This design comes from an exercise in tuning for small area on the open sky130 flow, not from production work.
Function was checked by simulation only, so behaviour that the tests miss may differ from the original.
No activity file was given, so power comes from the tool's default toggle rates.

old:
==> flow/design.v <==
module rf_ao3n (
    input  [2:0] sel,
    input  [2:0] d,
    output       y_n
);
    assign y_n = ~|(sel & d);
endmodule
module rf_rd_bit (
    input  [32:1] sel,
    input  [32:1] d,
    output        y
);
    wire [10:0] t_n;
    genvar gk;
    generate
        for (gk = 0; gk < 10; gk = gk + 1) begin : g_t
            rf_ao3n u_t (.sel(sel[3*gk+3:3*gk+1]), .d(d[3*gk+3:3*gk+1]), .y_n(t_n[gk]));
        end
    endgenerate
    assign t_n[10] = ~|(sel[32:31] & d[32:31]);
    assign y = ~&t_n;
endmodule
module sh_mux2i (
    input         s,
    input  [31:0] d1,
    input  [31:0] d0,
    output [31:0] y
);
    assign y = ~(s ? d1 : d0);
endmodule
module riscv_top (
    input           clk,
    input           rst_n,
    input  [31:0]   inst_i,
    output [31:0]   inst_addr_o
);
    localparam [3:0] C_NONE   = 4'b0000;
    localparam [3:0] C_LUI    = 4'b0001;
    localparam [3:0] C_OPIMM  = 4'b1000;
    localparam [3:0] C_JALR   = 4'b1001;
    localparam [3:0] C_OP     = 4'b1100;
    localparam [3:0] C_BRANCH = 4'b1101;
    localparam [3:0] C_AUIPC  = 4'b0010;
    localparam [3:0] C_JAL    = 4'b0011;
    reg  [31:0] pc;          
    reg  [31:7] d_ir;        
    reg  [3:0]  d_cls;
    reg  [31:7] e_ir;        
    reg  [3:0]  e_cls;
    wire        taken;
    wire [31:0] target;
    assign inst_addr_o = pc;
    function [32:0] bk_carry(input [31:0] pp, input [31:0] gg, input cin);
        reg [31:0] G, P;
        integer l, i;
        begin
            G = gg; P = pp;
            G[0] = gg[0] | (pp[0] & cin);
            for (l = 0; l < 5; l = l + 1)
                for (i = 0; i < 32; i = i + 1)
                    if (((i + 1) % (2 << l)) == 0) begin
                        G[i] = G[i] | (P[i] & G[i - (1 << l)]);
                        P[i] = P[i] & P[i - (1 << l)];
                    end
            for (l = 3; l >= 0; l = l - 1)
                for (i = 0; i < 32; i = i + 1)
                    if (((i + 1) % (2 << l)) == (1 << l) && i >= (2 << l)) begin
                        G[i] = G[i] | (P[i] & G[i - (1 << l)]);
                        P[i] = P[i] & P[i - (1 << l)];
                    end
            bk_carry = {G, cin};
        end
    endfunction
    wire [6:0] f_op = inst_i[6:0];
    wire [6:0] f_f7 = inst_i[31:25];
    wire [2:0] f_f3 = inst_i[14:12];
    reg  [3:0] f_cls;
    always @(*) begin
        case (f_op)
            7'b0010011: f_cls = C_OPIMM;
            7'b0110011: f_cls = (f_f3 == 3'b000 && f_f7 != 7'b0000000 &&
                                 f_f7 != 7'b0100000) ? C_NONE : C_OP;
            7'b1100011: f_cls = (f_f3[2:1] == 2'b01) ? C_NONE : C_BRANCH;
            7'b0110111: f_cls = C_LUI;
            7'b0010111: f_cls = C_AUIPC;
            7'b1101111: f_cls = C_JAL;
            7'b1100111: f_cls = C_JALR;
            default:    f_cls = C_NONE;
        endcase
    end
    wire f_b30 = (f_op == 7'b0110011) ? (f_f7 == 7'b0100000) : inst_i[30];
    wire kill = !rst_n || taken;
    always @(posedge clk) begin
        if (!rst_n)     pc <= 32'b0;
        else if (taken) pc <= target;
        else            pc <= pc + 32'd4;
        d_ir  <= {inst_i[31], f_b30, inst_i[29:7]};
        d_cls <= kill ? C_NONE : f_cls;
        e_ir  <= d_ir;
        e_cls <= kill ? C_NONE : d_cls;
    end
    wire [2:0]  f3   = e_ir[14:12];
    wire [4:0]  rs1a = e_ir[19:15];
    wire [4:0]  rs2a = e_ir[24:20];
    wire [4:0]  rda  = e_ir[11:7];
    wire        b30  = e_ir[30];
    wire use_rs1   = e_cls[3];
    wire use_rs2   = e_cls[2];
    wire use_pc    = e_cls[1];
    wire cx        = e_cls[0];
    wire is_branch = use_rs2 && cx;
    wire is_op     = use_rs2 && !cx;
    wire is_alu    = use_rs1 && !cx;
    wire is_jalr   = use_rs1 && !use_rs2 && cx;
    wire is_jal    = use_pc && cx;
    wire is_jump   = is_jal || is_jalr;
    wire is_upper  = (!use_rs1 && cx && !use_pc) || (use_pc && !cx);   
    wire we        = (use_rs1 && !use_rs2) || is_op || use_pc || (cx && !use_rs1);
    wire [31:0] pc_ex = pc - 32'd8;
    wire [31:0] imm_i = {{20{e_ir[31]}}, e_ir[31:20]};
    wire [31:0] imm_b = {{20{e_ir[31]}}, e_ir[7], e_ir[30:25], e_ir[11:8], 1'b0};
    wire [31:0] imm_j = {{12{e_ir[31]}}, e_ir[19:12], e_ir[20], e_ir[30:21], 1'b0};
    wire [31:0] imm_u = {e_ir[31:12], 12'b0};
    wire [31:0] imm   = use_rs1 ? imm_i : (is_upper ? imm_u : imm_j);
    reg  [31:0] rf [1:31];
    wire [31:0] wd;
    integer k;
    always @(posedge clk) begin
        for (k = 1; k < 32; k = k + 1) begin
            if (!rst_n || (we && rda == k))
                rf[k] <= wd;
        end
    end
    reg  [32:1] sel1, sel2;
    always @(*) begin
        for (k = 1; k < 32; k = k + 1) begin
            sel1[k] = use_rs1 && (rs1a == k);
            sel2[k] = use_rs2 && (rs2a == k);
        end
        sel1[32] = use_pc;
        sel2[32] = !use_rs2;
    end
    wire [31:0] a, b;
    genvar gi, gj;
    generate
        for (gi = 0; gi < 32; gi = gi + 1) begin : g_rd
            wire [31:1] col;
            for (gj = 1; gj < 32; gj = gj + 1) begin : g_col
                assign col[gj] = rf[gj][gi];
            end
            rf_rd_bit u_rd1 (.sel(sel1), .d({pc_ex[gi], col}), .y(a[gi]));
            rf_rd_bit u_rd2 (.sel(sel2), .d({imm[gi],   col}), .y(b[gi]));
        end
    endgenerate
    wire        sub = is_branch || (is_alu && f3[2:1] == 2'b01) ||
                      (is_op && f3 == 3'b000 && b30);
    wire [31:0] bx  = b ^ {32{sub}};
    wire [31:0] p   = a ^ bx;
    wire [31:0] g   = a & bx;
    wire [32:0] c   = bk_carry(p, g, sub);
    wire [31:0] sum = p ^ c[31:0];
    wire        eq  = &p;                
    wire        ltu = !c[32];
    wire        lt  = p[31] ? sum[31] : a[31];
    wire        left   = (f3 == 3'b001);
    wire [4:0]  sham   = b[4:0];
    wire        fill   = !left && b30 && a[31];
    wire        fill_n = !fill;
    reg  [31:0] a_rev, sl;
    always @(*) begin
        for (k = 0; k < 32; k = k + 1) a_rev[k] = a[31-k];
    end
    wire [31:0] st0_n, st1, st2_n, st3, st4_n, sr;
    sh_mux2i u_st0 (.s(left),    .d1(a_rev),                        .d0(a),     .y(st0_n));
    sh_mux2i u_st1 (.s(sham[4]), .d1({{16{fill_n}}, st0_n[31:16]}), .d0(st0_n), .y(st1));
    sh_mux2i u_st2 (.s(sham[3]), .d1({{8{fill}},    st1[31:8]}),    .d0(st1),   .y(st2_n));
    sh_mux2i u_st3 (.s(sham[2]), .d1({{4{fill_n}},  st2_n[31:4]}),  .d0(st2_n), .y(st3));
    sh_mux2i u_st4 (.s(sham[1]), .d1({{2{fill}},    st3[31:2]}),    .d0(st3),   .y(st4_n));
    sh_mux2i u_st5 (.s(sham[0]), .d1({fill_n,       st4_n[31:1]}),  .d0(st4_n), .y(sr));
    always @(*) begin
        for (k = 0; k < 32; k = k + 1) sl[k] = sr[31-k];
    end
    wire [31:0] i2   = is_branch ? imm_b : 32'd4;
    wire [32:0] c2   = bk_carry(pc_ex ^ i2, pc_ex & i2, 1'b0);
    wire [31:0] sum2 = pc_ex ^ i2 ^ c2[31:0];
    wire alu_r  = is_alu && rst_n;
    wire s_sum  = (alu_r && f3 == 3'b000) || (is_upper && rst_n);
    wire s_sl   = alu_r && f3 == 3'b001;
    wire s_lt   = alu_r && f3 == 3'b010;
    wire s_ltu  = alu_r && f3 == 3'b011;
    wire s_sr   = alu_r && f3 == 3'b101;
    wire s_p    = alu_r && (f3 == 3'b100 || f3 == 3'b110);
    wire s_g    = alu_r && (f3 == 3'b110 || f3 == 3'b111);
    wire s_link = is_jump && rst_n;
    assign wd = ({32{s_sum}} & sum) | ({32{s_sl}} & sl) | ({32{s_sr}} & sr) |
                ({32{s_p}} & p) | ({32{s_g}} & g) | ({32{s_link}} & sum2) |
                {31'b0, (s_lt && lt) || (s_ltu && ltu)};
    wire cond = (f3[2] ? (f3[1] ? ltu : lt) : eq) ^ f3[0];
    assign taken  = is_jump || (is_branch && cond);
    assign target = is_branch ? sum2 : sum;
endmodule
==> flow/config.mk <==
export PLATFORM = sky130hd
export DESIGN_NAME = riscv_top
export DESIGN_NICKNAME = riscv_top
export VERILOG_FILES = /design/flow/design.v
export SDC_FILE = /design/flow/constraint.sdc
export NUM_CORES = 4
export LEC_CHECK = 0
export CAP_MARGIN = 30
export CORE_MARGIN = 2
export CORE_UTILIZATION = 40
export CTS_CLUSTER_DIAMETER = 120
export CTS_CLUSTER_SIZE = 25
export SLEW_MARGIN = 30
export SYNTH_HIERARCHICAL = 1
==> flow/constraint.sdc <==
create_clock -name core_clock -period 8.0 [get_ports {clk}]
set_input_delay 1.6000 -clock core_clock [delete_from_list [all_inputs] [get_ports {clk}]]
set_output_delay 1.6000 -clock core_clock [all_outputs]
set_load 0.01 [all_outputs]
standard.sh (not shown) runs the stock make flow with config.mk's settings and CLKGATE_MAP_FILE= SYNTH_SCRIPT=/design/flow/synth_recipe.tcl, a recipe that flattens the netlist after the stock synthesis.
==> flow/flow/run.sh <==
#!/bin/bash
# Own layout flow: the standard flow (standard synthesis unchanged), with
# two changes to how the layout is made:
#  - clock tree synthesis without dummy loads, with larger sink clusters
#  - port buffers of the smallest buffer cell
# The full output of the flow's tools goes to flow_make.log in this folder;
# ORFS also keeps each step's own log under orfs/logs/.
set -euo pipefail
export CTS_ARGS="-sink_clustering_enable -repair_clock_nets -sink_clustering_size 25 -sink_clustering_max_diameter 120 -dont_use_dummy_load"
export BUFFER_PORTS_ARGS="-buffer_cell sky130_fd_sc_hd__buf_1"
bash standard.sh > flow_make.log 2>&1
### old -> new
--- a/flow/design.v
+++ b/flow/design.v
@@ -122,15 +122,16 @@
     wire [31:0] imm_j = {{12{e_ir[31]}}, e_ir[19:12], e_ir[20], e_ir[30:21], 1'b0};
     wire [31:0] imm_u = {e_ir[31:12], 12'b0};
     wire [31:0] imm   = use_rs1 ? imm_i : (is_upper ? imm_u : imm_j);
     reg  [31:0] rf [1:31];
     wire [31:0] wd;
+    wire [31:0] wdr = rst_n ? wd : 32'b0;
     integer k;
     always @(posedge clk) begin
         for (k = 1; k < 32; k = k + 1) begin
             if (!rst_n || (we && rda == k))
-                rf[k] <= wd;
+                rf[k] <= wdr;
         end
     end
     reg  [32:1] sel1, sel2;
     always @(*) begin
         for (k = 1; k < 32; k = k + 1) begin
@@ -181,21 +182,19 @@
         for (k = 0; k < 32; k = k + 1) sl[k] = sr[31-k];
     end
     wire [31:0] i2   = is_branch ? imm_b : 32'd4;
     wire [32:0] c2   = bk_carry(pc_ex ^ i2, pc_ex & i2, 1'b0);
     wire [31:0] sum2 = pc_ex ^ i2 ^ c2[31:0];
-    wire alu_r  = is_alu && rst_n;
-    wire s_sum  = (alu_r && f3 == 3'b000) || (is_upper && rst_n);
-    wire s_sl   = alu_r && f3 == 3'b001;
-    wire s_lt   = alu_r && f3 == 3'b010;
-    wire s_ltu  = alu_r && f3 == 3'b011;
-    wire s_sr   = alu_r && f3 == 3'b101;
-    wire s_p    = alu_r && (f3 == 3'b100 || f3 == 3'b110);
-    wire s_g    = alu_r && (f3 == 3'b110 || f3 == 3'b111);
-    wire s_link = is_jump && rst_n;
+    wire s_sum  = (is_alu && f3 == 3'b000) || is_upper;
+    wire s_sl   = is_alu && f3 == 3'b001;
+    wire s_lt   = is_alu && f3 == 3'b010;
+    wire s_ltu  = is_alu && f3 == 3'b011;
+    wire s_sr   = is_alu && f3 == 3'b101;
+    wire s_p    = is_alu && (f3 == 3'b100 || f3 == 3'b110);
+    wire s_g    = is_alu && (f3 == 3'b110 || f3 == 3'b111);
     assign wd = ({32{s_sum}} & sum) | ({32{s_sl}} & sl) | ({32{s_sr}} & sr) |
-                ({32{s_p}} & p) | ({32{s_g}} & g) | ({32{s_link}} & sum2) |
+                ({32{s_p}} & p) | ({32{s_g}} & g) | ({32{is_jump}} & sum2) |
                 {31'b0, (s_lt && lt) || (s_ltu && ltu)};
     wire cond = (f3[2] ? (f3[1] ? ltu : lt) : eq) ^ f3[0];
     assign taken  = is_jump || (is_branch && cond);
     assign target = is_branch ? sum2 : sum;
 endmodule
Results
- Measured against each other, old and new differ in signed area change from the synthesized netlist to the final layout, the lower figure coming from old.
- For wire length on met1, dividing the value from old by the value from new gives 1.06.
- Going from old to new, the number of detailed-routing iterations run before antenna repair was found to have gone down by 1.
- new vs old — mean area per synthesized cell climbed slightly
- Number of buffer and inverter stages on the critical path: lower on old
- Higher first-iteration detailed-routing DRC count was reported by old, not new.
- Clock power share: new > old
- Between new and old, it is new whose cell area after layout is higher, by 410 sq um.
- new finished all stages; the layout is clean.
- Vias: new below old
- Worst-path cell with the longest stage delay = nor2_4: new; worst-path cell with the longest stage delay = xor2_1: old
- Power spent charging and discharging nets on new is ahead of old.
- Compared to old, new has overall track demand over capacity in global routing 1.4 points lower.
- Compare old and new | largest stage delay on the critical path lower: old
- Number of signal-net buffers in the layout in new is 7 lower than in old

==> what the ideal ports hide <==
In the flow no input, the clock included, has a driving cell. The finished layouts below were timed again as built, in two steps. Step 1: set_driving_cell puts a clkbuf_16 on clk and a buf_2 on each other input, an assumption about the parent block. Step 2 times the ports against the registers' clock, not the clock port: input delays grow and output delays shrink by t, the midpoint of the rising clock arrivals with the driver on. a / b / c = no drivers / after step 1 / after step 2; a / b = the first two.
run | t (ns) | setup slack, ns | worst setup path at the end | worst register clock-pin slew, ns | pins driven straight from the clock port
old | 0.735 | 0.608 / 0.608 / 0.608 | register to register | 0.11 / 0.11 | 1
new | 0.736 | 0.228 / 0.228 / 0.228 | register to register | 0.11 / 0.11 | 1
After both steps setup and hold are still met in every run listed.
